This design comes from an exercise in tuning for small area, a short achievable clock period and few clock cycles per item on the open sky130 flow, not from production work.
RTL that was checked went through simulation tests only; none was proved equivalent to the original.
Only the layout flow was run in runs 1 to 4; the RTL was not checked for function there.
Power figures rest on the tool's default switching activity, not on a simulated workload.

File: flow/constraint.sdc
create_clock -name core_clock -period 5.0 [get_ports {clk}]
set_input_delay 1.0000 -clock core_clock [delete_from_list [all_inputs] [get_ports {clk}]]
set_output_delay 1.0000 -clock core_clock [all_outputs]
set_load 0.01 [all_outputs]
File: flow/standard.sh
#!/bin/bash
# synth_recipe.tcl (not shown) runs the flow's synth.tcl, then flattens the netlist and writes it again
# the make line also repeats each setting of config.mk as NAME=value (left out here)
make -C /OpenROAD-flow-scripts/flow DESIGN_CONFIG=/design/flow/config.mk WORK_HOME=/design/flow/orfs CLKGATE_MAP_FILE= SYNTH_SCRIPT=/design/flow/synth_recipe.tcl "${@:-finish}"
File: flow/flow/run.sh
#!/bin/bash
set -euo pipefail
bash standard.sh "BUFFER_PORTS_ARGS=-buffer_cell sky130_fd_sc_hd__buf_1" finish > make_finish.log 2>&1
File: flow/design.v
`timescale 1ns / 1ps
module divider#(
  parameter WIDTH    = 32,
  parameter CACHING  =  0,
  parameter INIT_VLD =  0
)(
  input clk,
  input rst,
  input start,
  input      [WIDTH-1:0] dividend,
  input      [WIDTH-1:0] divisor,
  output reg [WIDTH-1:0] quotient,
  output     [WIDTH-1:0] remainder,
  output reg zeroErr,
  output valid
);
  reg [32:0] rem;       
  reg [31:0] dsr;
  reg [4:0]  cnt;
  reg [4:0]  zbr;
  reg        align;
  reg        busy;
  reg        fix;
  reg        vld;
  wire [5:0]  za;
  wire [5:0]  zb;
  divider_lzc32 u_lza (.x(dividend), .z(za));
  divider_lzc32 u_lzb (.x(divisor), .z(zb));
  wire [31:0] sa;                                 
  divider_smear32 u_sa (.x(dividend), .s(sa));
  wire        zeroDivide = ~|divisor;
  wire        shorter = |(divisor & ~sa);         
  wire        quick = shorter | zeroDivide;
  wire [4:0]  s;
  wire [5:0]  bw;
  wire [31:0] sh [0:5];
  assign bw[0] = 1'b0;
  assign sh[0] = dsr;
  genvar i;
  generate
    for (i = 0; i < 5; i = i + 1) begin : al
      assign s[i]    = zbr[i] ^ cnt[i] ^ bw[i];
      assign bw[i+1] = (~zbr[i] & cnt[i]) | (~(zbr[i] ^ cnt[i]) & bw[i]);
      assign sh[i+1] = s[i] ? (sh[i] << (1 << i)) : sh[i];
    end
  endgenerate
  wire        neg = rem[32];
  wire [32:0] sum = rem + ({1'b0, dsr} ^ {33{~neg}}) + {32'd0, ~neg};
  wire        last = cnt == 5'd0;
  assign remainder = rem[31:0];
  assign valid = vld;
  always @(posedge clk) begin
    if (rst) begin
      align <= 1'b0;
      busy  <= 1'b0;
      fix   <= 1'b0;
      vld   <= 1'b0;
    end else if (start) begin
      align <= ~quick;
      busy  <= 1'b0;
      fix   <= 1'b0;
      vld   <= quick;
    end else if (align) begin
      align <= 1'b0;
      busy  <= 1'b1;
    end else if (busy && last) begin
      busy  <= 1'b0;
      fix   <= sum[32];
      vld   <= ~sum[32];
    end else if (fix) begin
      fix   <= 1'b0;
      vld   <= 1'b1;
    end
  end
  always @(posedge clk) begin
    if (start) begin
      rem      <= {1'b0, dividend};
      quotient <= 32'd0;
      dsr      <= divisor;
      cnt      <= za[4:0];
      zbr      <= zb[4:0];
      zeroErr  <= zeroDivide;
    end else if (align) begin
      dsr      <= sh[5];
      cnt      <= s;
    end else begin
      if (busy || fix)
        rem <= sum;
      if (busy)
        quotient <= {quotient[30:0], ~sum[32]};
      if (!last)
        dsr <= dsr >> 1;
      cnt <= cnt - 5'd1;
    end
  end
endmodule
module divider_lzc32 (
  input  [31:0] x,
  output [5:0]  z
);
  wire [15:0] v0;
  wire [15:0] z0;
  wire [7:0]  v1;
  wire [15:0] z1;
  wire [3:0]  v2;
  wire [11:0] z2;
  wire [1:0]  v3;
  wire [7:0]  z3;
  genvar i;
  generate
    for (i = 0; i < 16; i = i + 1) begin : l0
      assign v0[i] = x[2*i+1] | x[2*i];
      assign z0[i] = ~x[2*i+1];
    end
    for (i = 0; i < 8; i = i + 1) begin : l1
      assign v1[i] = v0[2*i+1] | v0[2*i];
      assign z1[2*i+1:2*i] = v0[2*i+1] ? {1'b0, z0[2*i+1]} : {1'b1, z0[2*i]};
    end
    for (i = 0; i < 4; i = i + 1) begin : l2
      assign v2[i] = v1[2*i+1] | v1[2*i];
      assign z2[3*i+2:3*i] = v1[2*i+1] ? {1'b0, z1[4*i+3:4*i+2]} : {1'b1, z1[4*i+1:4*i]};
    end
    for (i = 0; i < 2; i = i + 1) begin : l3
      assign v3[i] = v2[2*i+1] | v2[2*i];
      assign z3[4*i+3:4*i] = v2[2*i+1] ? {1'b0, z2[6*i+5:6*i+3]} : {1'b1, z2[6*i+2:6*i]};
    end
  endgenerate
  wire [4:0] z4 = v3[1] ? {1'b0, z3[7:4]} : {1'b1, z3[3:0]};
  assign z = (v3[1] | v3[0]) ? {1'b0, z4} : 6'd32;
endmodule
module divider_smear32 (
  input  [31:0] x,
  output [31:0] s
);
  wire [31:0] p0 = x;
  wire [31:0] p1 = p0 | {1'b0, p0[31:1]};
  wire [31:0] p2 = p1 | {2'b0, p1[31:2]};
  wire [31:0] p3 = p2 | {4'b0, p2[31:4]};
  wire [31:0] p4 = p3 | {8'b0, p3[31:8]};
  assign s = p4 | {16'b0, p4[31:16]};
endmodule
File: flow/config.mk
export PLATFORM = sky130hd
export DESIGN_NAME = divider
export DESIGN_NICKNAME = divider
export VERILOG_FILES = /design/flow/design.v
export SDC_FILE = /design/flow/constraint.sdc
export NUM_CORES = 4
export LEC_CHECK = 0
export CAP_MARGIN = 20
export CORE_MARGIN = 2
export CORE_UTILIZATION = 50
export SETUP_SLACK_MARGIN = 2.5
export SLEW_MARGIN = 20
==> results of run 1 <==
[worst min-delay path by stage]
stage | endpoint | cells past startpoint
floorplan | fix | 2
global placement | quotient[31] | 2
detailed placement | quotient[31] | 2
CTS | quotient[31] | 2
global route | quotient[12] | 2
finish | quotient[31] | 2
[per-stage QoR]
step | cell area [um^2] | cells
detailed placement | 9880 | 1394
floorplan | 9340 | 1080
finish | 12300 | 1522
global placement | 9880 | 1394
global route | 12300 | 1522
CTS | 11700 | 1494
[logic make-up (layout without fill, tap and decap cells)]
group,count (synthesis),after routing,synth area share [%]
xor+xnor,60,60,5.79
simple gates,384,384,20.1
fa+ha+maj,38,38,5.57
buf+inv,98,311,4.17
compound gates,333,333,23.5
mux,55,55,8.44
flops,112,112,32.4
[cell usage in the layout (no fill, tap or decap), drive strengths merged, types with 5 or more instances in the layout]
master  instances
mux2i          27
dfxtp          42
a21o           15
edfxtp         70
clkbuf         18
nor2b          12
a221oi          5
or4            10
nor2           77
o21a           12
a21oi         109
xnor2          52
o221ai          9
mux4           16
nor3b           7
inv            43
ha             34
nand2         166
o21bai         10
nand2b         12
o22ai           5
and2            7
a22oi           5
nor3           19
nand3          11
o31ai          10
o21ai          91
o211ai          6
buf           244
a211oi         13
xor2            8
nor4           11
mux2           12
or3             6
and3           26
nor4b           7
[cell type report]
cell class	instances	area [um^2]
clock buffers	10	229
clock inverters	6	60.1
fillers	1451	5550
inverters	41	158
multi-input cells	870	7020
flip-flops and latches	112	2950
well taps	229	287
repair buffers	252	1640
repair inverters	2	12.5
[repair_timing]
| action | CTS | global route |
|---|---|---|
| endpoints found under the hold margin | 0 | 0 |
| pin swaps | 80 | 67 |
| setup buffers | 83 | 27 |
| setup endpoints to repair | 71 | 99 |
| gates resized for setup | 180 | 101 |
| gates cloned | 1 | 1 |
[sequential cells by signal (all words and copies together) (netlist names)]
name / flops
busy: 1
zbr: 5
quotient: 32
dsr: 32
vld: 1
zeroErr: 1
rem: 33
align: 1
cnt: 5
fix: 1
[power by group through the flow]
| stage | logic (mW) | registers [mW] | clock network, mW |
|---|---|---|---|
| after detailed placement | 3.17 | 1.49 | 0 |
| after floorplan | 2.49 | 1.43 | 0 |
| final | 4.68 | 1.48 | 0.757 |
| after CTS | 4.08 | 1.48 | 0.762 |
| after global placement | 3.15 | 1.49 | 0 |
| after global routing | 5.00 | 1.50 | 0.797 |
[critical path: stages, from the launching register on]
cell      delay [ns]
edfxtp_1        0.36
inv_2           0.05
ha_4            0.15
fa_2            0.59
buf_6           0.14
mux2_4          0.32
nor2_4          0.08
a21oi_2         0.05
mux4_2          0.48
mux2_4          0.28
a211oi_2        0.24
a21oi_1         0.06
[layer usage]
metal	up-vias	track usage, %
met5	-	0
met4	0	12.2
met3	99	5.52
met2	520	55.2
met1	4593	45.2
li1	4406	-
==> summary.md, run 1 <==
| Metric | Value |
|---|---|
| Status | `finished clean` |
| Max Fclk | `326 MHz` |
| Synth warnings | `1` |
| Post-synth top area cell | `edfxtp_1` |
| Initial Util | `50.7%` |
| CP Max Fanout | `4` |
| Initial DRC count | `878` |
| Net Switching | `3.09 mW` |
| Via count | `9618` |
| Pre-antenna DRT Iters | `5` |
| Row cnt | `49` |
| FF-to-FF Start | `zbr[0]` |
| Via-per-instance ratio | `6.32` |
| Largest net degree at the start of global routing | `80` |
| Detailed Route WL | `33.8 mm` |
| Post-synthesis cell type count | `76` |
| CP Data Arrival Time | `3.16 ns` |
| CP Launch Type | `register` |
| Sequential element share of the synthesized area | `32.4%` |
| Final worst path period share | `61.3%` |
| Post-CTS Hold Buffers | `0` |
| P&R area growth vs syn | `36.2%` |
| Fin Clk Skew | `0.0144 ns` |
| Top-area cell type share of the netlist area | `23.2%` |
| Worst-Margin Slew | `0.868 ns` |
| Share of layout cells above drive strength 1 | `28.6%` |
| CTS sink count | `112` |
| Pint | `3.83 mW` |
| #FFs+latches synth | `112` |
| DRC viols | `0` |
| Relative slew slack | `42.1%` |
| FF-to-FF End | `dsr[26]` |
| Metal-1 WL | `13.8 mm` |
| Maximum VDD drop | `0.316 mV` |
| Mean routed wirelength per cell | `22.2 um` |
| Top-level port count | `133` |
| Core Util, Final | `69.0%` |
| Prevailing post-synth register cell | `edfxtp_1` |
| First-pass GRT wire length | `50.8 mm` |
| Cts bufs inserted | `9` |
| Max Slew Vio Count | `0` |
| Horiz. Die Dim | `139 um` |
| Synth Instances | `1080` |
| Final worst slack | `1.94 ns` |
| Post-Syn Nets | `1185` |
| Core ar. | `17900 um^2` |
| Antenna violations before repair | `0` |
| Final Power | `6.92 mW` |
| IO buf count | `132` |
| Worst-case reg-to-reg path depth | `11` |
| EDFF count, synth | `70` |
| H-tree depth | `3` |
| Total track usage | `33.6%` |
| Setup-failing EPs final | `0` |
| Hold slack final | `0.464 ns` |
| Worst Min Path Start | `quotient[31]` |
| Die Area | `19200 um^2` |
| DPL Wire Length | `23.0 mm` |
| Total gr overflow | `0` |
| Top Metal Used | `met4` |
| Setup TNS | `0 ns` |
| Worst Path Required | `5.10 ns` |
| CTS tree | `yes` |
| R2R Setup Slk | `1.94 ns` |
| Minimum clock period | `3.06 ns` |
| GP Congestion | `0.934` |
| Nets | `1393` |
| LEAKAGE | `4.62 nW` |
| Placement Setup Slack | `1.27 ns` |
| CP Class | `register to register` |
| ANT nets after route | `0` |
| Die H | `139 um` |
| Clock slew at reported path FFs | `0.09 ns` |
| Setup crit start | `zbr[0]` |
| Syn Std Cell Area | `9070 um^2` |
| Reg power frac | `21.4%` |
| Comb power frac | `67.7%` |
| Crit path to | `dsr[26]` |
| Clock power share | `10.9%` |
| RSZ-0062 raised after global routing | `yes` |
| Clk latency of the worst-skew pair | `0.37 ns` |
| Post-synthesis async set-or-reset flop share | `0%` |
| Met3 routed WL | `2.84 mm` |
| Cell Pwr Density | `561 nW/um^2` |
| Synth top area cells | `edfxtp_1 23%, dfxtp_1 9.3%, nand2_1 6.9%` |
| Vias in the first global route | `8934` |
| Clock root buffer master | `clkbuf_16` |
| Met2 WL | `15.8 mm` |
| Synth cell count leaders | `166 x nand2_1, 108 x a21oi_1, 89 x o21ai_0` |
| Most common cell in the netlist | `nand2_1` |
| Hold WC Path Type | `register to register` |
| Avg Cell Area, Syn | `8.40 um^2` |
| Max Cap Violations | `0` |
| Longest Clk Path Bufs | `2` |
| Final hold violation count | `0` |
| Crit end category | `register` |
| Number of antenna diodes | `0` |
| Net Sw Frac | `44.6%` |
==> run 2: changes to the inputs <==
--- a/flow/config.mk
+++ b/flow/config.mk
@@ -8,5 +8,5 @@
 export CAP_MARGIN = 20
 export CORE_MARGIN = 2
 export CORE_UTILIZATION = 50
-export SETUP_SLACK_MARGIN = 2.5
+export SETUP_SLACK_MARGIN = 1.5
 export SLEW_MARGIN = 20
==> summary.md, run 2 <==
| Metric | Value |
|---|---|
| Final worst path period share | `66.8% (was 61.3%)` |
| Initial DRC count | `803 (was 878)` |
| Post-synthesis cell type count | `76 (unchanged)` |
| Mean routed wirelength per cell | `21.3 um (was 22.2 um)` |
| Largest net degree at the start of global routing | `59 (was 80)` |
| Via-per-instance ratio | `6.33 (was 6.32)` |
| Top-area cell type share of the netlist area | `23.2% (unchanged)` |
| Nets | `1291 (was 1393)` |
| GP Congestion | `0.980 (was 0.934)` |
| H-tree depth | `3 (unchanged)` |
| Non-filler instance count after layout | `1420 (was 1522)` |
| Maximum VDD drop | `0.252 mV (was 0.316 mV)` |
| Final Power | `5.38 mW (was 6.92 mW)` |
| Core ar. | `17900 um^2 (unchanged)` |
| LEAKAGE | `3.70 nW (was 4.62 nW)` |
| CP Data Arrival Time | `3.52 ns (was 3.16 ns)` |
| Top reg by flops | `rem (unchanged)` |
| Status | `finished clean (unchanged)` |
| Relative slew slack | `33.5% (was 42.1%)` |
| Initial Util | `50.7% (unchanged)` |
| #FFs+latches synth | `112 (unchanged)` |
| Crit end category | `register (unchanged)` |
| Detailed Route WL | `30.2 mm (was 33.8 mm)` |
| Post-synthesis async set-or-reset flop share | `0% (unchanged)` |
| Clock root buffer master | `clkbuf_16 (unchanged)` |
| Max Fclk | `300 MHz (was 326 MHz)` |
| Final hold violation count | `0 (unchanged)` |
| CP Launch Type | `register (unchanged)` |
| Cell Pwr Density | `530 nW/um^2 (was 561 nW/um^2)` |
| Horiz. Die Dim | `139 um (unchanged)` |
| CP Max Fanout | `20 (was 4)` |
| Synth top area cells | `edfxtp_1 23%, dfxtp_1 9.3%, nand2_1 6.9% (unchanged)` |
| CTS tree | `yes (unchanged)` |
| Worst Path Required | `5.18 ns (was 5.10 ns)` |
| Post-CTS Hold Buffers | `0 (unchanged)` |
| First-pass GRT wire length | `47.0 mm (was 50.8 mm)` |
| Pre-antenna DRT Iters | `8 (was 5)` |
| P&R area growth vs syn | `12.0% (was 36.2%)` |
| Cts bufs inserted | `9 (unchanged)` |
| Antenna violations before repair | `0 (unchanged)` |
| Sequential element share of the synthesized area | `32.4% (unchanged)` |
| Die H | `139 um (unchanged)` |
| Number of antenna diodes | `0 (unchanged)` |
| Prevailing post-synth register cell | `edfxtp_1 (unchanged)` |
| Post-Syn Nets | `1185 (unchanged)` |
| CP Class | `register to register (unchanged)` |
| Most common cell in the netlist | `nand2_1 (unchanged)` |
| Synth Instances | `1080 (unchanged)` |
| Commonest cells after routing, fill and taps aside | `166 x nand2_1, 131 x buf_1, 108 x a21oi_1 (was 156 x nand2_1, 115 x buf_1, 94 x a21oi_1)` |
| Clock slew at reported path FFs | `0.08 ns (was 0.09 ns)` |
| Max Slew Vio Count | `0 (unchanged)` |
| Row cnt | `49 (unchanged)` |
| Die Area | `19200 um^2 (unchanged)` |
| Syn Std Cell Area | `9070 um^2 (unchanged)` |
| Max Cap Violations | `0 (unchanged)` |
| Total gr overflow | `0 (unchanged)` |
| Synth warnings | `1 (unchanged)` |
| Minimum clock period | `3.34 ns (was 3.06 ns)` |
| Via count | `8989 (was 9618)` |
| IO buf count | `132 (unchanged)` |
| Biggest regs | `rem x33, dsr x32, quotient x32 (unchanged)` |
| CTS sink count | `112 (unchanged)` |
| Clk latency of the worst-skew pair | `0.37 ns (about the same)` |
| Cells after DPL | `1398 (was 1394)` |
| EDFF count, synth | `70 (unchanged)` |
| Largest register FFs | `33 (unchanged)` |
| Avg Cell Area, Syn | `8.40 um^2 (unchanged)` |
| Total track usage | `30.9% (was 33.6%)` |
| Setup TNS | `0 ns (unchanged)` |
| Synth cell count leaders | `166 x nand2_1, 108 x a21oi_1, 89 x o21ai_0 (unchanged)` |
| Top-level port count | `133 (unchanged)` |
| Setup-failing EPs final | `0 (unchanged)` |
| Longest Clk Path Bufs | `2 (unchanged)` |
| Core Util, Final | `56.7% (was 69.0%)` |
| Worst-Margin Slew | `0.984 ns (was 0.868 ns)` |
| Vias in the first global route | `8387 (was 8934)` |
| Hold WC Path Type | `register to register (unchanged)` |
| ANT nets after route | `0 (unchanged)` |
| Fin Clk Skew | `0.00978 ns (was 0.0144 ns)` |
| Share of layout cells above drive strength 1 | `7.72% (was 28.6%)` |
| DRC viols | `0 (unchanged)` |
| Fillers | `1728 (was 1451)` |
| DPL Wire Length | `22.9 mm (was 23.0 mm)` |
| RSZ-0062 raised after global routing | `no (was yes)` |
| Most common cell after layout, fill and taps aside | `nand2_1 (unchanged)` |
| Post-synth top area cell | `edfxtp_1 (unchanged)` |
[run 2: cell types whose count changed in the layout (fill, tap and decap cells not counted), moves of 19 or more]
cell     change
o21ai_1     -27
buf_4       -71
o21ai_0     +41
buf_6       -22
xnor2_1     +19
[run 2: logic make-up after synthesis]
kind of cell	after synthesis	share of synthesized area, %
multiplexers	55	8.44
buffers and inverters	98	4.17
XOR/XNOR	60	5.79
flip-flops	112	32.4
AO/OA/AOI/OAI	333	23.5
AND/OR/NAND/NOR	384	20.1
adder cells (fa/ha/maj)	38	5.57
[run 2: repair_timing]
action	in CTS	in global routing
pin swaps	0	2
cloned	0	0
endpoints found under the setup margin	9	27
setup buffers	0	5
gates resized for setup	4	11
[run 2: area by class of cell]
cell class / instances / area, um^2 / share of cell area, %
inverter: 41 / 158 / 1.55
clock buffer: 10 / 229 / 2.25
tap: 229 / 287 / 2.82
clock inverter: 6 / 56.3 / 0.554
sequential: 112 / 2950 / 29.0
multi-input combinational: 870 / 5820 / 57.3
timing repair buffer: 152 / 664 / 6.54
[run 2: power breakdown]
part	switching [mW]	internal, mW
logic	1.84	1.35
registers	0.237	1.24
clock network	0.377	0.348
[run 2: final timing paths]
kind,cells after the start,slack (ns),end,startpoint
max,12,1.66,dsr[14],zbr[0]
min,2,0.47,quotient[31],quotient[31]
max reg2reg,12,1.66,dsr[14],zbr[0]
min reg2reg,2,0.47,quotient[31],quotient[31]
[run 2: critical path: stages, from the launching register on]
cell and delay (ns):
edfxtp_1 0.37, inv_1 0.07, ha_2 0.17, fa_2 0.18, inv_1 0.05, fa_2 0.82, clkinvlp_4 0.18, buf_4 0.21
buf_4 0.15, o21a_1 0.26, a21oi_1 0.30, a22oi_1 0.11, o21ai_0 0.25
[run 2: metal layers]
metal	vias up	global-route usage (%)	part of all wire, %
li1	4188	-	-
met1	4260	42.6	43
met2	473	48.4	45
met3	68	5.21	8.6
met4	0	13.0	3.7
met5	-	0	0
[run 2: per-stage QoR]
step	worst slack, ns	cell area, um^2	hold WS [ns]
6_report	1.66	10200	0.468
5_1_grt	1.50	10200	0.475
4_1_cts	1.54	10100	0.470
3_5_place_dp	1.37	9760	0.458
3_3_place_gp	1.47	9750	0.445
2_1_floorplan	1.81	9070	0.454
==> run 3: changes to the inputs <==
--- a/flow/design.v
+++ b/flow/design.v
@@ -39,8 +39,9 @@
   genvar i;
   generate
     for (i = 0; i < 5; i = i + 1) begin : al
-      assign s[i]    = zbr[i] ^ cnt[i] ^ bw[i];
-      assign bw[i+1] = (~zbr[i] & cnt[i]) | (~(zbr[i] ^ cnt[i]) & bw[i]);
+      wire eq = zbr[i] ~^ cnt[i];
+      assign s[i]    = eq ? bw[i] : ~bw[i];
+      assign bw[i+1] = eq ? bw[i] : cnt[i];
       assign sh[i+1] = s[i] ? (sh[i] << (1 << i)) : sh[i];
     end
   endgenerate
@@ -74,24 +75,27 @@
   end
   always @(posedge clk) begin
     if (start) begin
-      rem      <= {1'b0, dividend};
       quotient <= 32'd0;
-      dsr      <= divisor;
       cnt      <= za[4:0];
       zbr      <= zb[4:0];
       zeroErr  <= zeroDivide;
     end else if (align) begin
-      dsr      <= sh[5];
       cnt      <= s;
     end else begin
-      if (busy || fix)
-        rem <= sum;
       if (busy)
         quotient <= {quotient[30:0], ~sum[32]};
-      if (!last)
-        dsr <= dsr >> 1;
       cnt <= cnt - 5'd1;
     end
+  end
+  always @(posedge clk) begin
+    if (start)
+      rem <= {1'b0, dividend};
+    else if (busy || fix)
+      rem <= sum;
+  end
+  always @(posedge clk) begin
+    if (!(busy && last))
+      dsr <= start ? divisor : align ? sh[5] : dsr >> 1;
   end
 endmodule
 module divider_lzc32 (
--- a/flow/config.mk
+++ b/flow/config.mk
@@ -8,5 +8,5 @@
 export CAP_MARGIN = 20
 export CORE_MARGIN = 2
 export CORE_UTILIZATION = 50
-export SETUP_SLACK_MARGIN = 1.5
+export SETUP_SLACK_MARGIN = 2.0
 export SLEW_MARGIN = 20
==> summary.md, run 3 <==
| Metric | Value |
|---|---|
| Status | `finished clean (unchanged)` |
| Cts bufs inserted | `9 (unchanged)` |
| Syn Std Cell Area | `9110 um^2 (was 9070 um^2)` |
| Sequential element share of the synthesized area | `32.3% (was 32.4%)` |
| Post-Syn Nets | `1195 (was 1185)` |
| Fin Clk Skew | `0.0119 ns (was 0.00978 ns)` |
| H-tree depth | `3 (unchanged)` |
| LEAKAGE | `4.08 nW (was 3.70 nW)` |
| DPL Wire Length | `23.1 mm (was 22.9 mm)` |
| Post-Synth Simple-Gate Area | `18.8% (was 20.1%)` |
| Clk latency of the worst-skew pair | `0.38 ns (was 0.37 ns)` |
| Cells after DPL | `1410 (was 1398)` |
| Nets | `1351 (was 1291)` |
| Synth top area cells | `edfxtp_1 23%, dfxtp_1 9.2%, nand2_1 7.1% (was edfxtp_1 23%, dfxtp_1 9.3%, nand2_1 6.9%)` |
| Hold WC Path Type | `register to register (unchanged)` |
| ANT nets after route | `0 (unchanged)` |
| CTS tree | `yes (unchanged)` |
| Clock slew at reported path FFs | `0.09 ns (was 0.08 ns)` |
| Via-per-instance ratio | `6.19 (was 6.33)` |
| Die Area | `19300 um^2 (was 19200 um^2)` |
| Worst path max stage delay | `0.41 ns (was 0.82 ns)` |
| Final Power | `5.09 mW (was 5.38 mW)` |
| CP Max Fanout | `9 (was 20)` |
| Mux contribution to synthesized area | `8.44% (about the same)` |
| Synth warnings | `1 (unchanged)` |
| Post-synth top area cell | `edfxtp_1 (unchanged)` |
| Max stage delay cell, worst path | `dfxtp_4 (was fa_2)` |
| Longest Clk Path Bufs | `2 (unchanged)` |
| Worst-Margin Slew | `0.835 ns (was 0.984 ns)` |
| RSZ-0062 raised after global routing | `yes (was no)` |
| Initial Util | `50.9% (was 50.7%)` |
| Minimum clock period | `3.20 ns (was 3.34 ns)` |
| Setup-failing EPs final | `0 (unchanged)` |
| Via count | `9173 (was 8989)` |
| Crit end category | `register (unchanged)` |
| Post-CTS Hold Buffers | `0 (unchanged)` |
| Core ar. | `17900 um^2 (unchanged)` |
| Largest register FFs | `33 (unchanged)` |
| Cell Pwr Density | `466 nW/um^2 (was 530 nW/um^2)` |
| Synth Area in Compound Gates | `23.2% (was 23.5%)` |
| GP Congestion | `0.952 (was 0.980)` |
| CTS sink count | `112 (unchanged)` |
| Most common cell in the netlist | `nand2_1 (unchanged)` |
| Relative slew slack | `43.8% (was 33.5%)` |
| Top-area cell type share of the netlist area | `23.1% (was 23.2%)` |
| IO buf count | `132 (unchanged)` |
| Avg Cell Area, Syn | `8.33 um^2 (was 8.40 um^2)` |
| CP Data Arrival Time | `3.33 ns (was 3.52 ns)` |
| Top delay family on crit path | `compound AO/OA/AOI/OAI gates (was adder cells)` |
| Biggest regs | `rem x33, dsr x32, quotient x32 (unchanged)` |
| Xor and xnor area share after synthesis | `7.75% (was 5.79%)` |
| Share of layout cells above drive strength 1 | `14.0% (was 7.72%)` |
| Initial DRC count | `744 (was 803)` |
| Clock root buffer master | `clkbuf_16 (unchanged)` |
| Post-synthesis async set-or-reset flop share | `0% (unchanged)` |
| Row cnt | `49 (unchanged)` |
| Number of antenna diodes | `0 (unchanged)` |
| Setup TNS | `0 ns (unchanged)` |
| Most common cell after layout, fill and taps aside | `nand2_1 (unchanged)` |
| CP Launch Type | `register (unchanged)` |
| Core Util, Final | `61.1% (was 56.7%)` |
| Crit path depth | `12 (unchanged)` |
| CP Class | `register to register (unchanged)` |
| Post-synthesis cell type count | `82 (was 76)` |
| DRC viols | `0 (unchanged)` |
| Antenna violations before repair | `0 (unchanged)` |
| Synth Instances | `1093 (was 1080)` |
| Worst-path cell chain | `buf_4 > xnor2_4 > ha_4 > a21oi_4 > o311ai_4 > a211o_1 > a21o_1 > a32oi_4 > o31ai_2 > a31oi_2 > nor4b_2 > a211o_1 (was inv_1 > ha_2 > fa_2 > inv_1 > fa_2 > clkinvlp_4 > buf_4 > buf_4 > o21a_1 > a21oi_1 > a22oi_1 > o21ai_0)` |
| Synth cell count leaders | `173 x nand2_1, 122 x a21oi_1, 76 x nor2_1 (was 166 x nand2_1, 108 x a21oi_1, 89 x o21ai_0)` |
| Final hold violation count | `0 (unchanged)` |
| P&R area growth vs syn | `20.0% (was 12.0%)` |
| Max Fclk | `312 MHz (was 300 MHz)` |
| Total track usage | `32.2% (was 30.9%)` |
| Worst-case reg-to-reg path depth | `12 (unchanged)` |
| Max Slew Vio Count | `0 (unchanged)` |
| Vias in the first global route | `8633 (was 8387)` |
| Top-level port count | `133 (unchanged)` |
| EDFF count, synth | `70 (unchanged)` |
| Non-filler instance count after layout | `1483 (was 1420)` |
| Final worst path period share | `64.0% (was 66.8%)` |
| Prevailing post-synth register cell | `edfxtp_1 (unchanged)` |
| Total gr overflow | `0 (unchanged)` |
| Crit path buffers/inverters | `1 (was 5)` |
| Die H | `139 um (about the same)` |
| Main combinational cell family by area after synthesis | `compound AO/OA/AOI/OAI gates (unchanged)` |
| #FFs+latches synth | `112 (unchanged)` |
| First-pass GRT wire length | `48.7 mm (was 47.0 mm)` |
| Post-Synth Adder-Cell Area | `5.17% (was 5.57%)` |
| Maximum VDD drop | `0.279 mV (was 0.252 mV)` |
| Commonest cells after routing, fill and taps aside | `171 x nand2_1, 131 x buf_1, 112 x a21oi_1 (was 166 x nand2_1, 131 x buf_1, 108 x a21oi_1)` |
| CP most frequent cell | `a211o_1` |
| Horiz. Die Dim | `139 um (about the same)` |
| Pre-antenna DRT Iters | `6 (was 8)` |
| Mean routed wirelength per cell | `21.9 um (was 21.3 um)` |
| Largest net degree at the start of global routing | `77 (was 59)` |
| Worst Path Required | `5.13 ns (was 5.18 ns)` |
| Max Cap Violations | `0 (unchanged)` |
| Hold depth | `2 (unchanged)` |
| Top reg by flops | `rem (unchanged)` |
| Detailed Route WL | `32.5 mm (was 30.2 mm)` |
[run 3: worst reg2reg max path, stage by stage (launching register included)]
cell	delay, ns
dfxtp_4	0.41
buf_4	0.18
xnor2_4	0.20
ha_4	0.25
a21oi_4	0.21
o311ai_4	0.15
a211o_1	0.36
a21o_1	0.25
a32oi_4	0.32
o31ai_2	0.12
a31oi_2	0.20
nor4b_2	0.08
a211o_1	0.24
[run 3: cell families (layout without fill, tap and decap cells)]
kind of cell             Yosys count  after routing
flip-flops                       112            112
AND/OR/NAND/NOR                  373            373
adder cells (fa/ha/maj)           37             37
XOR/XNOR                          73             76
buffers and inverters             93            251
AO/OA/AOI/OAI                    334            334
multiplexers                      71             71
[run 3: layer usage]
layer / global-route usage [%] / routed length (um) / up-vias
met2: 51.5 / 14800 / 487
met3: 6.91 / 2840 / 73
met5: 0 / 0 / -
met4: 13.5 / 1240 / 0
met1: 42.5 / 13600 / 4278
li1: - / - / 4335
[run 3: stage by stage]
stage	area, um^2	setup WS (ns)	hold slack, ns
6_report	10900	1.80	0.470
5_1_grt	10900	1.68	0.485
4_1_cts	10400	1.88	0.471
3_5_place_dp	9750	1.45	0.458
3_3_place_gp	9750	1.52	0.449
2_1_floorplan	9130	1.97	0.473
[run 3: path summary, 6_finish.rpt]
path	slack, ns	start	end
min	0.47	quotient[10]	quotient[11]
max reg2reg	1.80	rem[32]	rem[29]
min reg2reg	0.47	quotient[10]	quotient[11]
max	1.80	rem[32]	rem[29]
[run 3: cell type report]
cell class                 count  area (um^2)
sequential                   112         2950
fill                        1671         6970
inverter                      36          135
multi-input combinational    891         6180
clock inverter                 7         93.8
tap                          229          287
timing repair buffer         199         1060
clock buffer                   9          225
[run 3: repair_timing]
action / CTS / global route
buffers inserted: 24 / 29
pin swaps: 18 / 36
resized for setup: 23 / 47
endpoints found under the hold margin: 0 / 0
setup endpoints to repair: 39 / 39
cloned: 2 / 2
[run 3: where the power goes]
part	leakage (nW)	internal [mW]	switching, mW
sequential	1.07	1.16	0.154
clock	0.155	0.375	0.445
combinational	2.86	1.24	1.72
total	4.08	2.77	2.31
==> run 4: changes to the inputs <==
==> flow/flow/run.sh (replaced) <==
#!/bin/bash
set -euo pipefail
bash standard.sh "BUFFER_PORTS_ARGS=-buffer_cell sky130_fd_sc_hd__buf_1" "ADDER_MAP_FILE=" finish > make_finish.log 2>&1
==> summary.md, run 4 <==
| Metric | Value |
|---|---|
| Detailed Route WL | `39.6 mm (was 32.5 mm)` |
| GP Congestion | `0.911 (was 0.952)` |
| Final worst path period share | `67.1% (was 64.0%)` |
| Synth Instances | `1524 (was 1093)` |
| FF-to-FF End | `rem[28] (was rem[29])` |
| Post-synth top area cell | `edfxtp_1 (unchanged)` |
| Post-synthesis async set-or-reset flop share | `0% (unchanged)` |
| Multi-input logic area | `8150 um^2 (was 6180 um^2)` |
| Max Slew Vio Count | `0 (unchanged)` |
| Horiz. Die Dim | `155 um (was 139 um)` |
| R2R Setup Slk | `1.64 ns (was 1.80 ns)` |
| Crit path buffers/inverters | `2 (was 1)` |
| FF-to-FF Start | `dsr[0] (was rem[32])` |
| Worst-Margin Slew | `0.737 ns (was 0.835 ns)` |
| #FFs+latches synth | `112 (unchanged)` |
| CP Launch Type | `register (unchanged)` |
| CP Data Arrival Time | `3.49 ns (was 3.33 ns)` |
| Top reg by flops | `rem (unchanged)` |
| Reg area | `2950 um^2 (about the same)` |
| Hold depth | `2 (unchanged)` |
| CP Max Fanout | `4 (was 9)` |
| DPL Wire Length | `27.0 mm (was 23.1 mm)` |
| Fin Clk Skew | `0.0147 ns (was 0.0119 ns)` |
| Initial Util | `50.6% (was 50.9%)` |
| Post-CTS Hold Buffers | `0 (unchanged)` |
| Antenna violations before repair | `2 (was 0)` |
| Post-synthesis cell type count | `96 (was 82)` |
| Sequential element share of the synthesized area | `25.8% (was 32.3%)` |
| Top-area cell type share of the netlist area | `18.5% (was 23.1%)` |
| Core Util, Final | `60.3% (was 61.1%)` |
| Status | `finished clean (unchanged)` |
| Biggest regs | `rem x33, dsr x32, quotient x32 (unchanged)` |
| H-tree depth | `3 (unchanged)` |
| Final hold violation count | `0 (unchanged)` |
| EDFF count, synth | `70 (unchanged)` |
| Most common cell after layout, fill and taps aside | `nand2_1 (unchanged)` |
| Synth cell count leaders | `193 x nand2_1, 169 x a21oi_1, 147 x nor2_1 (was 173 x nand2_1, 122 x a21oi_1, 76 x nor2_1)` |
| Total track usage | `32.0% (was 32.2%)` |
| Worst-path cell chain | `buf_6 > or2b_1 > a21oi_2 > o41ai_4 > a41oi_2 > and2_4 > o221ai_4 > a211oi_4 > nor4b_4 > buf_6 > nand3_2 > a2bb2oi_2 > nor3_2 > a221o_1 (was buf_4 > xnor2_4 > ha_4 > a21oi_4 > o311ai_4 > a211o_1 > a21o_1 > a32oi_4 > o31ai_2 > a31oi_2 > nor4b_2 > a211o_1)` |
| Via-per-instance ratio | `6.24 (was 6.19)` |
| Worst Min Path Start | `quotient[31] (was quotient[10])` |
| Largest register FFs | `33 (unchanged)` |
| CP Class | `register to register (unchanged)` |
| Core ar. | `22500 um^2 (was 17900 um^2)` |
| Min-Delay Endpoint | `quotient[31] (was quotient[11])` |
| RSZ-0062 raised after global routing | `yes (unchanged)` |
| DRC viols | `0 (unchanged)` |
| P&R area growth vs syn | `19.2% (was 20.0%)` |
| Relative slew slack | `50.5% (was 43.8%)` |
| Die H | `155 um (was 139 um)` |
| Top-level port count | `133 (unchanged)` |
| Minimum clock period | `3.36 ns (was 3.20 ns)` |
| Longest Clk Path Bufs | `2 (unchanged)` |
| Setup TNS | `0 ns (unchanged)` |
| Clock slew at reported path FFs | `0.09 ns (about the same)` |
| Setup-failing EPs final | `0 (unchanged)` |
| Most common cell in the netlist | `nand2_1 (unchanged)` |
| Placement Setup Slack | `1.19 ns (was 1.45 ns)` |
| ANT nets after route | `0 (unchanged)` |
| CP most frequent cell | `buf_6 (was a211o_1)` |
| Nets | `1738 (was 1351)` |
| Fillers | `2111 (was 1671)` |
| Number of antenna diodes | `0 (unchanged)` |
| Final worst slack | `1.64 ns (was 1.80 ns)` |
| Row cnt | `55 (was 49)` |
| Vias in the first global route | `11000 (was 8633)` |
| Worst-case reg-to-reg path depth | `14 (was 12)` |
| Mean routed wirelength per cell | `20.2 um (was 21.9 um)` |
| Cell Pwr Density | `436 nW/um^2 (was 466 nW/um^2)` |
| LEAKAGE | `4.93 nW (was 4.08 nW)` |
| Synth warnings | `1 (unchanged)` |
| Commonest cells after routing, fill and taps aside | `191 x nand2_1, 162 x a21oi_1, 144 x nor2_1 (was 171 x nand2_1, 131 x buf_1, 112 x a21oi_1)` |
| Avg Cell Area, Syn | `7.47 um^2 (was 8.33 um^2)` |
| Cts bufs inserted | `9 (unchanged)` |
| Crit end category | `register (unchanged)` |
| Share of layout cells above drive strength 1 | `16.2% (was 14.0%)` |
| Hold WC Path Type | `register to register (unchanged)` |
| Hold slack final | `0.469 ns (was 0.470 ns)` |
| Pre-antenna DRT Iters | `5 (was 6)` |
| Maximum VDD drop | `0.212 mV (was 0.279 mV)` |
| Via count | `12200 (was 9173)` |
| Worst path max stage delay | `0.48 ns (was 0.41 ns)` |
| Clk latency of the worst-skew pair | `0.38 ns (about the same)` |
| First-pass GRT wire length | `61.2 mm (was 48.7 mm)` |
| Max stage delay cell, worst path | `edfxtp_1 (was dfxtp_4)` |
| Synth top area cells | `edfxtp_1 18%, a21oi_1 7.4%, dfxtp_1 7.4% (was edfxtp_1 23%, dfxtp_1 9.2%, nand2_1 7.1%)` |
| Top delay family on crit path | `compound AO/OA/AOI/OAI gates (unchanged)` |
| Worst Path Required | `5.14 ns (was 5.13 ns)` |
| CTS tree | `yes (unchanged)` |
| Total gr overflow | `0 (unchanged)` |
| Max Fclk | `298 MHz (was 312 MHz)` |
| IO buf count | `132 (unchanged)` |
| Initial DRC count | `1419 (was 744)` |
| Largest net degree at the start of global routing | `62 (was 77)` |
| Syn Std Cell Area | `11400 um^2 (was 9110 um^2)` |
| Clock root buffer master | `clkbuf_16 (unchanged)` |
| Prevailing post-synth register cell | `edfxtp_1 (unchanged)` |
| CTS sink count | `112 (unchanged)` |
| Post-Syn Nets | `1591 (was 1195)` |
| Die Area | `24000 um^2 (was 19300 um^2)` |
| Max Cap Violations | `0 (unchanged)` |
## run 4: cell count changes in the layout (fill, tap and decap cells not counted), sizes merged, moves of 17 or more
cell / delta
a21oi: +48
buf: +53
ha: -34
inv: +24
maj3: +17
nand2: +20
nand3: +18
nor2: +70
nor3: +23
o21ai: +44
xnor2: +31
## run 4: cell families after synthesis
kind of cell    Yosys count  share of synthesized area, %
compound gates          466                          26.5
flops                   112                          25.8
mux                      85                          7.91
fa+ha+maj                19                          1.71
simple gates            554                          22.7
xor+xnor                108                          8.37
buf+inv                 180                          6.91
## run 4: layout make-up
cell class	count	share of cell area, %
multi-input cells	1233	60.1
flip-flops and latches	112	21.7
repair buffers	253	11.5
well taps	285	2.63
inverters	62	1.73
clock buffers	9	1.66
clock inverters	7	0.710
## run 4: per-layer routing
layer,track usage (%),share of wire [%],vias up
met5,0,0.033,-
met4,11.2,2.8,2
met3,3.65,8.0,73
met2,49.3,45,552
met1,46.5,44,5835
li1,-,-,5784
## run 4: repair_timing
item | in CTS | in global routing
pin swaps | 37 | 22
gates resized for setup | 68 | 46
cloned | 2 | 1
buffers inserted | 69 | 32
endpoints found under the setup margin | 58 | 50
## run 4: worst max-delay path by stage
stage          startpoint      end  slack, ns  cells after the start
2_1_floorplan     rem[10]  rem[28]       1.98                     13
3_3_place_gp      rem[32]  rem[31]       1.26                     13
3_5_place_dp      rem[32]  rem[31]       1.19                     13
4_1_cts            dsr[0]  rem[28]       1.69                     15
5_1_grt            dsr[1]  rem[28]       1.54                     13
6_report           dsr[0]  rem[28]       1.64                     14
## run 4: worst register-to-register path, delay by kind of cell (launching register included)
family	cells	cell delay, ns
compound gates	7	1.47
simple gates	5	0.85
flops	1	0.48
buf+inv	2	0.32
## run 4: where the power goes
group / total, mW / switching (mW) / internal (mW)
clock network: 0.798 / 0.425 / 0.373
logic: 3.64 / 2.04 / 1.60
registers: 1.48 / 0.308 / 1.17
## run 4: metrics by stage
stage	instance area, um^2	std cells	power [mW]
global placement	11900	1841	4.47
detailed placement	11900	1841	4.51
global route	13600	1961	6.31
finish	13600	1961	5.92
floorplan	11400	1524	3.81
CTS	13100	1928	5.67
==> run 5: changes to the inputs <==
--- a/flow/design.v
+++ b/flow/design.v
@@ -14,13 +14,12 @@
   output reg zeroErr,
   output valid
 );
-  reg [32:0] rem;       
+  reg [31:0] rem;
   reg [31:0] dsr;
   reg [4:0]  cnt;
   reg [4:0]  zbr;
   reg        align;
   reg        busy;
-  reg        fix;
   reg        vld;
   wire [5:0]  za;
   wire [5:0]  zb;
@@ -45,57 +44,48 @@
       assign sh[i+1] = s[i] ? (sh[i] << (1 << i)) : sh[i];
     end
   endgenerate
-  wire        neg = rem[32];
-  wire [32:0] sum = rem + ({1'b0, dsr} ^ {33{~neg}}) + {32'd0, ~neg};
+  wire [32:0] diff = {1'b0, rem} - {1'b0, dsr};
+  wire        ge = ~diff[32];
   wire        last = cnt == 5'd0;
-  assign remainder = rem[31:0];
+  assign remainder = rem;
   assign valid = vld;
   always @(posedge clk) begin
     if (rst) begin
       align <= 1'b0;
       busy  <= 1'b0;
-      fix   <= 1'b0;
       vld   <= 1'b0;
     end else if (start) begin
       align <= ~quick;
       busy  <= 1'b0;
-      fix   <= 1'b0;
       vld   <= quick;
     end else if (align) begin
       align <= 1'b0;
       busy  <= 1'b1;
     end else if (busy && last) begin
       busy  <= 1'b0;
-      fix   <= sum[32];
-      vld   <= ~sum[32];
-    end else if (fix) begin
-      fix   <= 1'b0;
       vld   <= 1'b1;
     end
   end
   always @(posedge clk) begin
+    zbr <= zb[4:0];
+    cnt <= start ? za[4:0] : align ? s : cnt - 5'd1;
+  end
+  always @(posedge clk) begin
     if (start) begin
       quotient <= 32'd0;
-      cnt      <= za[4:0];
-      zbr      <= zb[4:0];
       zeroErr  <= zeroDivide;
-    end else if (align) begin
-      cnt      <= s;
-    end else begin
-      if (busy)
-        quotient <= {quotient[30:0], ~sum[32]};
-      cnt <= cnt - 5'd1;
+    end else if (busy) begin
+      quotient <= {quotient[30:0], ge};
     end
   end
   always @(posedge clk) begin
     if (start)
-      rem <= {1'b0, dividend};
-    else if (busy || fix)
-      rem <= sum;
+      rem <= dividend;
+    else if (busy && ge)
+      rem <= diff[31:0];
   end
   always @(posedge clk) begin
-    if (!(busy && last))
-      dsr <= start ? divisor : align ? sh[5] : dsr >> 1;
+    dsr <= start ? divisor : align ? sh[5] : dsr >> 1;
   end
 endmodule
 module divider_lzc32 (
==> flow/flow/run.sh (replaced) <==
#!/bin/bash
set -euo pipefail
bash standard.sh "BUFFER_PORTS_ARGS=-buffer_cell sky130_fd_sc_hd__buf_1" finish > make_finish.log 2>&1
--- a/flow/config.mk
+++ b/flow/config.mk
@@ -7,6 +7,6 @@
 export LEC_CHECK = 0
 export CAP_MARGIN = 20
 export CORE_MARGIN = 2
-export CORE_UTILIZATION = 50
-export SETUP_SLACK_MARGIN = 2.0
+export CORE_UTILIZATION = 60
+export SETUP_SLACK_MARGIN = 1.0
 export SLEW_MARGIN = 20
==> summary.md, run 5 <==
| Metric | Value |
|---|---|
| Status | `finished clean (unchanged)` |
| Worst-Margin Slew | `1.04 ns (was 0.737 ns)` |
| Clock power share | `17.9% (was 13.5%)` |
| Clock slew at reported path FFs | `0.08 ns (was 0.09 ns)` |
| Longest Clk Path Bufs | `2 (unchanged)` |
| First-pass GRT wire length | `44.7 mm (was 61.2 mm)` |
| Most common cell after layout, fill and taps aside | `buf_1 (was nand2_1)` |
| Vias in the first global route | `8061 (was 11000)` |
| Metal-1 WL | `12.2 mm (was 17.5 mm)` |
| Comb power frac | `54.5% (was 61.5%)` |
| CP Class | `register to register (unchanged)` |
| Most common cell in the netlist | `nor2_1 (was nand2_1)` |
| Row cnt | `43 (was 55)` |
| Max Fclk | `294 MHz (was 298 MHz)` |
| Total gr overflow | `0 (unchanged)` |
| Initial Util | `61.8% (was 50.6%)` |
| Post-CTS Setup Bufs | `0 (was 69)` |
| CP Data Arrival Time | `3.42 ns (was 3.49 ns)` |
| Mux contribution to synthesized area | `9.20% (was 7.91%)` |
| Final hold violation count | `0 (unchanged)` |
| Syn Std Cell Area | `8610 um^2 (was 11400 um^2)` |
| Post-CTS Hold Buffers | `0 (unchanged)` |
| CTS sink count | `110 (was 112)` |
| Net Switching | `1.97 mW (was 2.78 mW)` |
| H-tree depth | `3 (unchanged)` |
| Met2 WL | `12.9 mm (was 17.8 mm)` |
| Post-synthesis async set-or-reset flop share | `0% (unchanged)` |
| Final Cell Area | `9470 um^2 (was 13600 um^2)` |
| Clock root buffer master | `clkbuf_16 (unchanged)` |
| Met3 routed WL | `3.24 mm (was 3.18 mm)` |
| Pre-antenna DRT Iters | `6 (was 5)` |
| Commonest cells after routing, fill and taps aside | `131 x buf_1, 123 x nor2_1, 115 x nand2_1, 115 x a21oi_1, 76 x o21ai_0 (was 191 x nand2_1, 162 x a21oi_1, 144 x nor2_1)` |
| GP Congestion | `1.05 (was 0.911)` |
| DRC viols | `0 (unchanged)` |
| FF-to-FF End | `rem[7] (was rem[28])` |
| Crit path depth | `12 (was 14)` |
| Hold slack final | `0.527 ns (was 0.469 ns)` |
| Synth cell count leaders | `123 x nor2_1, 115 x a21oi_1, 115 x nand2_1 (was 193 x nand2_1, 169 x a21oi_1, 147 x nor2_1)` |
| Total track usage | `38.7% (was 32.0%)` |
| R2R Setup Slk | `1.60 ns (was 1.64 ns)` |
| Placed Instance Area | `9170 um^2 (was 11900 um^2)` |
| Worst-path cell chain | `inv_1 > ha_1 > fa_1 > nor2b_1 > o21ai_1 > a21oi_1 > nand4_1 > a21oi_1 > o31ai_1 > a21oi_1 > a211o_1 > buf_4 (was buf_6 > or2b_1 > a21oi_2 > o41ai_4 > a41oi_2 > and2_4 > o221ai_4 > a211oi_4 > nor4b_4 > buf_6 > nand3_2 > a2bb2oi_2 > nor3_2 > a221o_1)` |
| Pint | `2.24 mW (was 3.14 mW)` |
| Number of antenna diodes | `0 (unchanged)` |
| Top delay family on crit path | `compound AO/OA/AOI/OAI gates (unchanged)` |
| Post-Synth Simple-Gate Area | `20.1% (was 22.7%)` |
| Worst path max stage delay | `0.41 ns (was 0.48 ns)` |
| Synth warnings | `1 (unchanged)` |
| #FFs+latches synth | `110 (was 112)` |
| Relative slew slack | `30.8% (was 50.5%)` |
| Setup TNS | `0 ns (unchanged)` |
| CP Max Fanout | `32 (was 4)` |
| Biggest regs | `dsr x32, quotient x32, rem x32 (was rem x33, dsr x32, quotient x32)` |
| Horiz. Die Dim | `124 um (was 155 um)` |
| IO buf count | `132 (unchanged)` |
| Max Cap Violations | `0 (unchanged)` |
| Die Area | `15300 um^2 (was 24000 um^2)` |
| Top Metal Used | `met4 (was met5)` |
| Top-level port count | `133 (unchanged)` |
| Crit path to | `rem[7] (was rem[28])` |
| Largest net degree at the start of global routing | `67 (was 62)` |
| Setup-failing EPs final | `0 (unchanged)` |
| Post-synth top area cell | `dfxtp_1 (was edfxtp_1)` |
| Minimum clock period | `3.40 ns (was 3.36 ns)` |
| Max stage delay cell, worst path | `buf_4 (was edfxtp_1)` |
| Antenna violations before repair | `0 (was 2)` |
| DPL Wire Length | `22.5 mm (was 27.0 mm)` |
| Core ar. | `13900 um^2 (was 22500 um^2)` |
| Via count | `9118 (was 12200)` |
| Maximum VDD drop | `0.224 mV (was 0.212 mV)` |
| Synth top area cells | `dfxtp_1 17%, edfxtp_1 12%, mux2i_1 7.0% (was edfxtp_1 18%, a21oi_1 7.4%, dfxtp_1 7.4%)` |
| Post-synthesis cell type count | `79 (was 96)` |
| CP Launch Type | `register (unchanged)` |
| Max Slew Vio Count | `0 (unchanged)` |
| Crit path buffers/inverters | `2 (unchanged)` |
| Main combinational cell family by area after synthesis | `compound AO/OA/AOI/OAI gates (unchanged)` |
| Post-Synth Adder-Cell Area | `5.45% (was 1.71%)` |
| CP most frequent cell | `a21oi_1 (was buf_6)` |
| LEAKAGE | `3.69 nW (was 4.93 nW)` |
| Mean routed wirelength per cell | `21.1 um (was 20.2 um)` |
| Cell Pwr Density | `445 nW/um^2 (was 436 nW/um^2)` |
| Nets | `1308 (was 1738)` |
| Cts bufs inserted | `9 (unchanged)` |
| Die H | `124 um (was 155 um)` |
| Sequential element share of the synthesized area | `29.6% (was 25.8%)` |
| CTS tree | `yes (unchanged)` |
| Share of layout cells above drive strength 1 | `4.38% (was 16.2%)` |
| Via-per-instance ratio | `6.56 (was 6.24)` |
| Net Sw Frac | `46.9% (about the same)` |
| Synth Instances | `1110 (was 1524)` |
| Detailed Route WL | `29.4 mm (was 39.6 mm)` |
| ANT nets after route | `0 (unchanged)` |
| Core Util, Final | `67.9% (was 60.3%)` |
| Fin Clk Skew | `0.0108 ns (was 0.0147 ns)` |
| P&R area growth vs syn | `9.92% (was 19.2%)` |
| Reg power frac | `27.6% (was 25.0%)` |
| Fillers | `1265 (was 2111)` |
| Final worst path period share | `68.0% (was 67.1%)` |
| Synth Area in Compound Gates | `25.8% (was 26.5%)` |
| EDFF count, synth | `35 (was 70)` |
| Initial DRC count | `1467 (was 1419)` |
| Cts repair resizes | `0 (was 68)` |
| Crit end category | `register (unchanged)` |
| Clk latency of the worst-skew pair | `0.37 ns (was 0.38 ns)` |
| Top-area cell type share of the netlist area | `17.4% (was 18.5%)` |
| Hold WC Path Type | `register to register (unchanged)` |
| Xor and xnor area share after synthesis | `3.82% (was 8.37%)` |
| RSZ-0062 raised after global routing | `no (was yes)` |
| Post-Syn Nets | `1213 (was 1591)` |
| Avg Cell Area, Syn | `7.76 um^2 (was 7.47 um^2)` |
| Worst-case reg-to-reg path depth | `12 (was 14)` |
| Prevailing post-synth register cell | `dfxtp_1 (was edfxtp_1)` |
| Worst Path Required | `5.02 ns (was 5.14 ns)` |
| Setup crit start | `rem[0] (was dsr[0])` |
| FF-to-FF Start | `rem[0] (was dsr[0])` |
==> run 5: worst min path at each step <==
stage	slack [ns]	to	start	cells after the start
floorplan	0.50	dsr[20]	dsr[21]	2
global placement	0.48	quotient[31]	quotient[31]	2
detailed placement	0.51	quotient[11]	quotient[11]	2
CTS	0.53	vld	vld	1
global route	0.54	vld	vld	1
finish	0.53	quotient[11]	quotient[11]	2
==> run 5: cells by family (layout without fill, tap and decap cells) <==
kind of cell,after synthesis,after routing
AND/OR/NAND/NOR,377,377
AO/OA/AOI/OAI,352,352
buffers and inverters,128,228
flip-flops,110,110
multiplexers,71,71
adder cells (fa/ha/maj),37,37
XOR/XNOR,35,35
==> run 5: per-stage QoR <==
| stage | std cells | total power [mW] | setup slack [ns] |
|---|---|---|---|
| floorplan | 1110 | 2.79 | 1.81 |
| global placement | 1374 | 3.37 | 1.73 |
| detailed placement | 1374 | 3.38 | 1.66 |
| CTS | 1390 | 4.12 | 1.64 |
| global route | 1390 | 4.45 | 1.35 |
| finish | 1390 | 4.21 | 1.60 |
==> run 5: power by group through the flow <==
stage	Sequential, mW	Combinational [mW]	Clock [mW]
2_1_floorplan	1.17	1.62	0
3_3_place_gp	1.18	2.19	0
3_5_place_dp	1.18	2.20	0
4_1_cts	1.16	2.22	0.750
5_1_grt	1.17	2.49	0.785
6_report	1.16	2.29	0.754
==> run 5: worst reg2reg max path, stage by stage (launching register included) <==
cell	delay, ns
edfxtp_1	0.35
inv_1	0.05
ha_1	0.21
fa_1	0.40
nor2b_1	0.14
o21ai_1	0.09
a21oi_1	0.33
nand4_1	0.27
a21oi_1	0.35
o31ai_1	0.16
a21oi_1	0.17
a211o_1	0.11
buf_4	0.41
==> run 5: final cells by class <==
cell class                      instances  area, um^2  share of cell area [%]
Clock buffer                            9         225                    2.38
Tap cell                              180         225                    2.38
Multi-Input combinational cell        872        5550                    58.6
Timing Repair Buffer                  143         582                    6.15
Sequential cell                       110        2550                    27.0
Inverter                               69         259                    2.74
Clock inverter                          7        72.6                   0.767
==> run 5: layer usage <==
layer / vias to the layer above / track usage (%)
met5: - / 0
met4: 0 / 13.8
met3: 88 / 8.33
met2: 578 / 57.9
met1: 4205 / 55.1
li1: 4247 / -
Testbench counts of run 5, summed over its fixed seeds: cycles 25,920, items 3,200.
==> run 6: changes to the inputs <==
--- a/flow/config.mk
+++ b/flow/config.mk
@@ -8,5 +8,5 @@
 export CAP_MARGIN = 20
 export CORE_MARGIN = 2
 export CORE_UTILIZATION = 60
-export SETUP_SLACK_MARGIN = 1.0
+export SETUP_SLACK_MARGIN = 2.3
 export SLEW_MARGIN = 20
==> summary.md, run 6 <==
| Metric | Value |
|---|---|
| Comb power frac | `58.5% (was 54.5%)` |
| ANT nets after route | `0 (unchanged)` |
| Status | `finished clean (unchanged)` |
| Pre-antenna DRT Iters | `13 (was 6)` |
| Max stage delay cell, worst path | `ha_2 (was buf_4)` |
| Worst-Margin Slew | `0.809 ns (was 1.04 ns)` |
| Top-area cell type share of the netlist area | `17.4% (unchanged)` |
| Post-Syn Nets | `1213 (unchanged)` |
| Antenna violations before repair | `0 (unchanged)` |
| Post-CTS Hold Buffers | `0 (unchanged)` |
| Final hold violation count | `0 (unchanged)` |
| Top delay family on crit path | `compound AO/OA/AOI/OAI gates (unchanged)` |
| Mean routed wirelength per cell | `22.7 um (was 21.1 um)` |
| Post-Synth Adder-Cell Area | `5.45% (unchanged)` |
| Sequential element share of the synthesized area | `29.6% (unchanged)` |
| #FFs+latches synth | `110 (unchanged)` |
| Core Util, Final | `73.2% (was 67.9%)` |
| Total track usage | `41.6% (was 38.7%)` |
| Synth top area cells | `dfxtp_1 17%, edfxtp_1 12%, mux2i_1 7.0% (unchanged)` |
| CP Launch Type | `register (unchanged)` |
| CP Class | `register to register (unchanged)` |
| Max Cap Violations | `0 (unchanged)` |
| Most common cell after layout, fill and taps aside | `buf_1 (unchanged)` |
| Most common cell in the netlist | `nor2_1 (unchanged)` |
| Setup TNS | `0 ns (unchanged)` |
| Clock root buffer master | `clkbuf_16 (unchanged)` |
| Worst-path cell chain | `inv_1 > ha_2 > nand2_1 > o21bai_2 > a211oi_2 > a221o_1 > a21oi_1 > o31ai_4 > a21oi_2 > buf_6 > a211o_4 (was inv_1 > ha_1 > fa_1 > nor2b_1 > o21ai_1 > a21oi_1 > nand4_1 > a21oi_1 > o31ai_1 > a21oi_1 > a211o_1 > buf_4)` |
| Worst Path Required | `5.07 ns (was 5.02 ns)` |
| Top-level port count | `133 (unchanged)` |
| Synth cell count leaders | `123 x nor2_1, 115 x a21oi_1, 115 x nand2_1 (unchanged)` |
| Clk latency of the worst-skew pair | `0.37 ns (about the same)` |
| Avg Cell Area, Syn | `7.76 um^2 (unchanged)` |
| H-tree depth | `3 (unchanged)` |
| Max Slew Vio Count | `0 (unchanged)` |
| Post-synthesis async set-or-reset flop share | `0% (unchanged)` |
| CTS tree | `yes (unchanged)` |
| Vias in the first global route | `8613 (was 8061)` |
| Post-Synth Simple-Gate Area | `20.1% (unchanged)` |
| EDFF count, synth | `35 (unchanged)` |
| Pint | `2.40 mW (was 2.24 mW)` |
| Biggest regs | `dsr x32, quotient x32, rem x32 (unchanged)` |
| Largest net degree at the start of global routing | `66 (was 67)` |
| Post-synth top area cell | `dfxtp_1 (unchanged)` |
| CP Max Fanout | `8 (was 32)` |
| Row cnt | `43 (unchanged)` |
| Die Area | `15300 um^2 (unchanged)` |
| Clock power share | `16.2% (was 17.9%)` |
| DRC viols | `0 (unchanged)` |
| Final Power | `4.63 mW (was 4.21 mW)` |
| Detailed Route WL | `32.0 mm (was 29.4 mm)` |
| Via count | `9584 (was 9118)` |
| Post-synthesis cell type count | `79 (unchanged)` |
| Placed Instance Area | `9160 um^2 (was 9170 um^2)` |
| Cells after DPL | `1371 (was 1374)` |
| Cts bufs inserted | `9 (unchanged)` |
| Crit end category | `register (unchanged)` |
| Worst path max stage delay | `0.47 ns (was 0.41 ns)` |
| Die H | `124 um (unchanged)` |
| Fillers | `1149 (was 1265)` |
| Initial DRC count | `1486 (was 1467)` |
| Core ar. | `13900 um^2 (unchanged)` |
| Final worst path period share | `61.0% (was 68.0%)` |
| Xor and xnor area share after synthesis | `3.82% (unchanged)` |
| CTS sink count | `110 (unchanged)` |
| Net Switching | `2.23 mW (was 1.97 mW)` |
| Main combinational cell family by area after synthesis | `compound AO/OA/AOI/OAI gates (unchanged)` |
| Syn Std Cell Area | `8610 um^2 (unchanged)` |
| RSZ-0062 raised after global routing | `yes (was no)` |
| P&R area growth vs syn | `18.5% (was 9.92%)` |
| Reg power frac | `25.3% (was 27.6%)` |
| Setup-failing EPs final | `0 (unchanged)` |
| Horiz. Die Dim | `124 um (unchanged)` |
| CP Data Arrival Time | `3.12 ns (was 3.42 ns)` |
| Non-filler instance count after layout | `1412 (was 1390)` |
| Longest Clk Path Bufs | `2 (unchanged)` |
| Crit path buffers/inverters | `2 (unchanged)` |
| Maximum VDD drop | `0.265 mV (was 0.224 mV)` |
| Synth Instances | `1110 (unchanged)` |
| Commonest cells after routing, fill and taps aside | `128 x buf_1, 118 x nor2_1, 112 x nand2_1 (was 131 x buf_1, 123 x nor2_1, 115 x nand2_1, 115 x a21oi_1, 76 x o21ai_0)` |
| First-pass GRT wire length | `47.7 mm (was 44.7 mm)` |
| Final Cell Area | `10200 um^2 (was 9470 um^2)` |
| Fin Clk Skew | `0.0104 ns (was 0.0108 ns)` |
| Hold WC Path Type | `register to register (unchanged)` |
| Cell Pwr Density | `454 nW/um^2 (was 445 nW/um^2)` |
| Synth Area in Compound Gates | `25.8% (unchanged)` |
| Nets | `1329 (was 1308)` |
| IO buf count | `132 (unchanged)` |
| Total gr overflow | `0 (unchanged)` |
| Relative slew slack | `45.6% (was 30.8%)` |
| DPL Wire Length | `22.2 mm (was 22.5 mm)` |
| GP Congestion | `0.986 (was 1.05)` |
| LEAKAGE | `3.88 nW (was 3.69 nW)` |
| Synth warnings | `1 (unchanged)` |
| Via-per-instance ratio | `6.79 (was 6.56)` |
| Clock slew at reported path FFs | `0.08 ns (about the same)` |
| Share of layout cells above drive strength 1 | `12.3% (was 4.38%)` |
| Initial Util | `61.8% (unchanged)` |
| Max Fclk | `328 MHz (was 294 MHz)` |
| Mux contribution to synthesized area | `9.20% (unchanged)` |
| Prevailing post-synth register cell | `dfxtp_1 (unchanged)` |
| Net Sw Frac | `48.1% (was 46.9%)` |
| Minimum clock period | `3.05 ns (was 3.40 ns)` |
## run 6: cell count changes in the layout (fill, tap and decap cells not counted), sizes merged, moves of 2 or more
cell / previous run / this run
buf: 142 / 155
a211o: 8 / 11
clkinv: 5 / 3
clkbuf: 10 / 13
inv: 70 / 72
## run 6: cell families after synthesis
logic type               count (synthesis)
AO/OA/AOI/OAI                          352
XOR/XNOR                                35
adder cells (fa/ha/maj)                 37
buffers and inverters                  128
flip-flops                             110
multiplexers                            71
AND/OR/NAND/NOR                        377
## run 6: through the flow
step | worst slack (ns) | hold WS (ns)
6_report | 1.95 | 0.521
3_5_place_dp | 1.74 | 0.495
4_1_cts | 2.06 | 0.514
5_1_grt | 1.85 | 0.538
3_3_place_gp | 1.81 | 0.480
2_1_floorplan | 2.18 | 0.500
## run 6: power by group through the flow
stage | Clock, mW | Sequential, mW | Combinational, mW
3_3_place_gp | 0 | 1.17 | 2.20
3_5_place_dp | 0 | 1.17 | 2.20
4_1_cts | 0.751 | 1.16 | 2.38
5_1_grt | 0.776 | 1.18 | 2.87
2_1_floorplan | 0 | 1.17 | 1.62
6_report | 0.749 | 1.17 | 2.71
## run 6: routing by layer
layer | global-route usage (%) | wire length (um)
met2 | 61.3 | 13800
met1 | 56.2 | 12500
met5 | 1.39 | 0
met4 | 19.0 | 1660
met3 | 12.1 | 4080
## run 6: area by class of cell
cell class	instances	area, um^2	area share, %
Multi-Input combinational cell	877	6090	59.8
Sequential cell	110	2570	25.2
Timing Repair Buffer	159	749	7.35
Inverter	69	263	2.58
Clock buffer	9	225	2.21
Tap cell	180	225	2.21
Clock inverter	7	71.3	0.699
Antenna cell	1	2.50	0.0245
## run 6: repair_timing
action / CTS / global route
setup buffers: 12 / 7
pin swaps: 22 / 19
endpoints found under the setup margin: 70 / 86
resized for setup: 55 / 66
gates cloned: 5 / 0
## run 6: worst paths after layout
check | startpoint | end | slack (ns) | depth (start not counted)
worst min-delay path | vld | vld | 0.52 | 1
worst min register to register | vld | vld | 0.52 | 1
worst max register to register | dsr[22] | rem[0] | 1.95 | 11
worst max-delay path | dsr[22] | rem[0] | 1.95 | 11
==> run 7: changes to the inputs <==
--- a/flow/config.mk
+++ b/flow/config.mk
@@ -7,6 +7,6 @@
 export LEC_CHECK = 0
 export CAP_MARGIN = 20
 export CORE_MARGIN = 2
-export CORE_UTILIZATION = 60
-export SETUP_SLACK_MARGIN = 2.3
+export CORE_UTILIZATION = 65
+export SETUP_SLACK_MARGIN = 1.7
 export SLEW_MARGIN = 20
==> summary.md, run 7 <==
| Metric | Value |
|---|---|
| Status | `finished clean (unchanged)` |
| Worst-case reg-to-reg path depth | `10 (was 11)` |
| FF-to-FF End | `rem[23] (was rem[0])` |
| R2R Setup Slk | `1.81 ns (was 1.95 ns)` |
| EDFF count, synth | `35 (unchanged)` |
| Die H | `119 um (was 124 um)` |
| Cts bufs inserted | `9 (unchanged)` |
| Max Fclk | `313 MHz (was 328 MHz)` |
| Top-level port count | `133 (unchanged)` |
| CTS sink count | `110 (unchanged)` |
| Synth top area cells | `dfxtp_1 17%, edfxtp_1 12%, mux2i_1 7.0% (unchanged)` |
| Commonest cells after routing, fill and taps aside | `131 x buf_1, 123 x nor2_1, 115 x nand2_1 (was 128 x buf_1, 118 x nor2_1, 112 x nand2_1)` |
| Synth Instances | `1110 (unchanged)` |
| Synth warnings | `1 (unchanged)` |
| Syn Std Cell Area | `8610 um^2 (unchanged)` |
| Post-Syn Nets | `1213 (unchanged)` |
| Detailed Route WL | `29.7 mm (was 32.0 mm)` |
| Initial Util | `65.8% (was 61.8%)` |
| Largest net degree at the start of global routing | `76 (was 66)` |
| Final hold violation count | `0 (unchanged)` |
| Post-synth top area cell | `dfxtp_1 (unchanged)` |
| Die Area | `14200 um^2 (was 15300 um^2)` |
| Sequential element share of the synthesized area | `29.6% (unchanged)` |
| H-tree depth | `3 (unchanged)` |
| Number of antenna diodes | `0 (was 1)` |
| Relative slew slack | `30.3% (was 45.6%)` |
| Horiz. Die Dim | `119 um (was 124 um)` |
| Worst Min Path Start | `quotient[5] (was vld)` |
| Worst-Margin Slew | `1.05 ns (was 0.809 ns)` |
| Crit end category | `register (unchanged)` |
| Total track usage | `41.5% (was 41.6%)` |
| Mean routed wirelength per cell | `21.5 um (was 22.7 um)` |
| Core ar. | `13100 um^2 (was 13900 um^2)` |
| Cells after DPL | `1368 (was 1371)` |
| CP Max Fanout | `5 (was 8)` |
| Total gr overflow | `0 (unchanged)` |
| Top-area cell type share of the netlist area | `17.4% (unchanged)` |
| IO buf count | `132 (unchanged)` |
| #FFs+latches synth | `110 (unchanged)` |
| Clock root buffer master | `clkbuf_16 (unchanged)` |
| FF-to-FF Start | `dsr[1] (was dsr[22])` |
| Nets | `1307 (was 1329)` |
| Non-filler instance count after layout | `1385 (was 1412)` |
| Max Slew Vio Count | `0 (unchanged)` |
| Prevailing post-synth register cell | `dfxtp_1 (unchanged)` |
| Pre-antenna DRT Iters | `7 (was 13)` |
| Vias in the first global route | `8584 (was 8613)` |
| Via count | `9322 (was 9584)` |
| Setup-failing EPs final | `0 (unchanged)` |
run 7: cell types whose count changed in the layout (fill, tap and decap cells not counted), moves of 5 or more:
cell     change
a21oi_1      +8
a21oi_2      -7
buf_4       -11
buf_6        -5
dfxtp_1      +6
ha_1         +8
ha_2         -7
mux2i_1      +5
nor2_1       +5
nor2_4       -5
o21ai_0     +12
o21ai_1      -8
run 7: kinds of logic after synthesis:
family                     synth area share, %
AOI/OAI and AO/OA                         25.8
DFF                                       29.6
xor gates and xnor gates                  3.82
muxes                                     9.20
and+or+nand+nor                           20.1
buffers and inverters                     6.02
adders and majority gates                 5.45
run 7: worst max path at each step:
stage,from,to,depth (start not counted)
after floorplan,rem[0],rem[0],11
after global placement,rem[0],rem[2],12
after detailed placement,rem[0],rem[2],12
after CTS,rem[0],rem[0],12
after global routing,rem[0],rem[0],13
final,dsr[1],rem[23],10
run 7: where the power goes:
group          switching (mW)  internal (mW)
clock network           0.397          0.361
registers               0.101           1.06
logic                    1.51          0.814
run 7: cell type report:
type | count | area share, %
flip-flops and latches | 110 | 26.9
well taps | 176 | 2.32
repair buffers | 142 | 6.18
inverters | 69 | 2.73
clock buffers | 9 | 2.37
clock inverters | 7 | 0.857
multi-input cells | 872 | 58.6
run 7: timing repair:
action / CTS / global route
buffers inserted: 0 / 1
hold buffers: 0 / 0
hold endpoints to repair: 0 / 0
setup endpoints to repair: 30 / 30
pin swaps: 0 / 1
gates resized for setup: 4 / 3
run 7: layer usage:
layer	part of all wire [%]	wire (um)	vias up	global-route usage [%]
met5	0	0	-	0
met4	5.1	1510	0	19.6
met3	13	3730	128	9.00
met2	44	13200	675	64.0
met1	38	11300	4276	55.4
li1	-	-	4243	-
run 7: critical path, stage by stage, from the launching register on:
cell	delay, ns
dfxtp_1	0.42
inv_1	0.09
ha_1	0.27
nor2b_1	0.16
o2111ai_1	0.16
a21oi_1	0.41
nor3_1	0.19
o31ai_1	0.66
a311oi_1	0.29
xor2_1	0.19
o21ai_0	0.08

## static timing again, ports no longer ideal
No port has a modelled driver above. Below, the same layouts with a new extraction and two added sets of constraints.
Step 1 sets driving cells, clkbuf_16 on the clock port and buf_2 on the other inputs (assumed; they add their load-dependent delay and slew).
Step 2 also shifts input and output timing later by t, the mid clock arrival at the registers, as if the neighbouring blocks saw the same clock.
Three values: ideal ports, drivers, drivers and shift; two values: the first two.
run | t, ns | setup slack, ns
run 1 | 0.409 | 1.935 / 1.935 / 1.935
run 2 | 0.407 | 1.662 / 1.662 / 1.615
run 3 | 0.421 | 1.800 / 1.800 / 1.631
run 4 | 0.417 | 1.643 / 1.643 / 1.643
run 5 | 0.413 | 1.598 / 1.598 / 1.598
run 6 | 0.410 | 1.950 / 1.950 / 1.950
run 7 | 0.409 | 1.808 / 1.808 / 1.771
After both steps setup and hold are still met in every run listed.
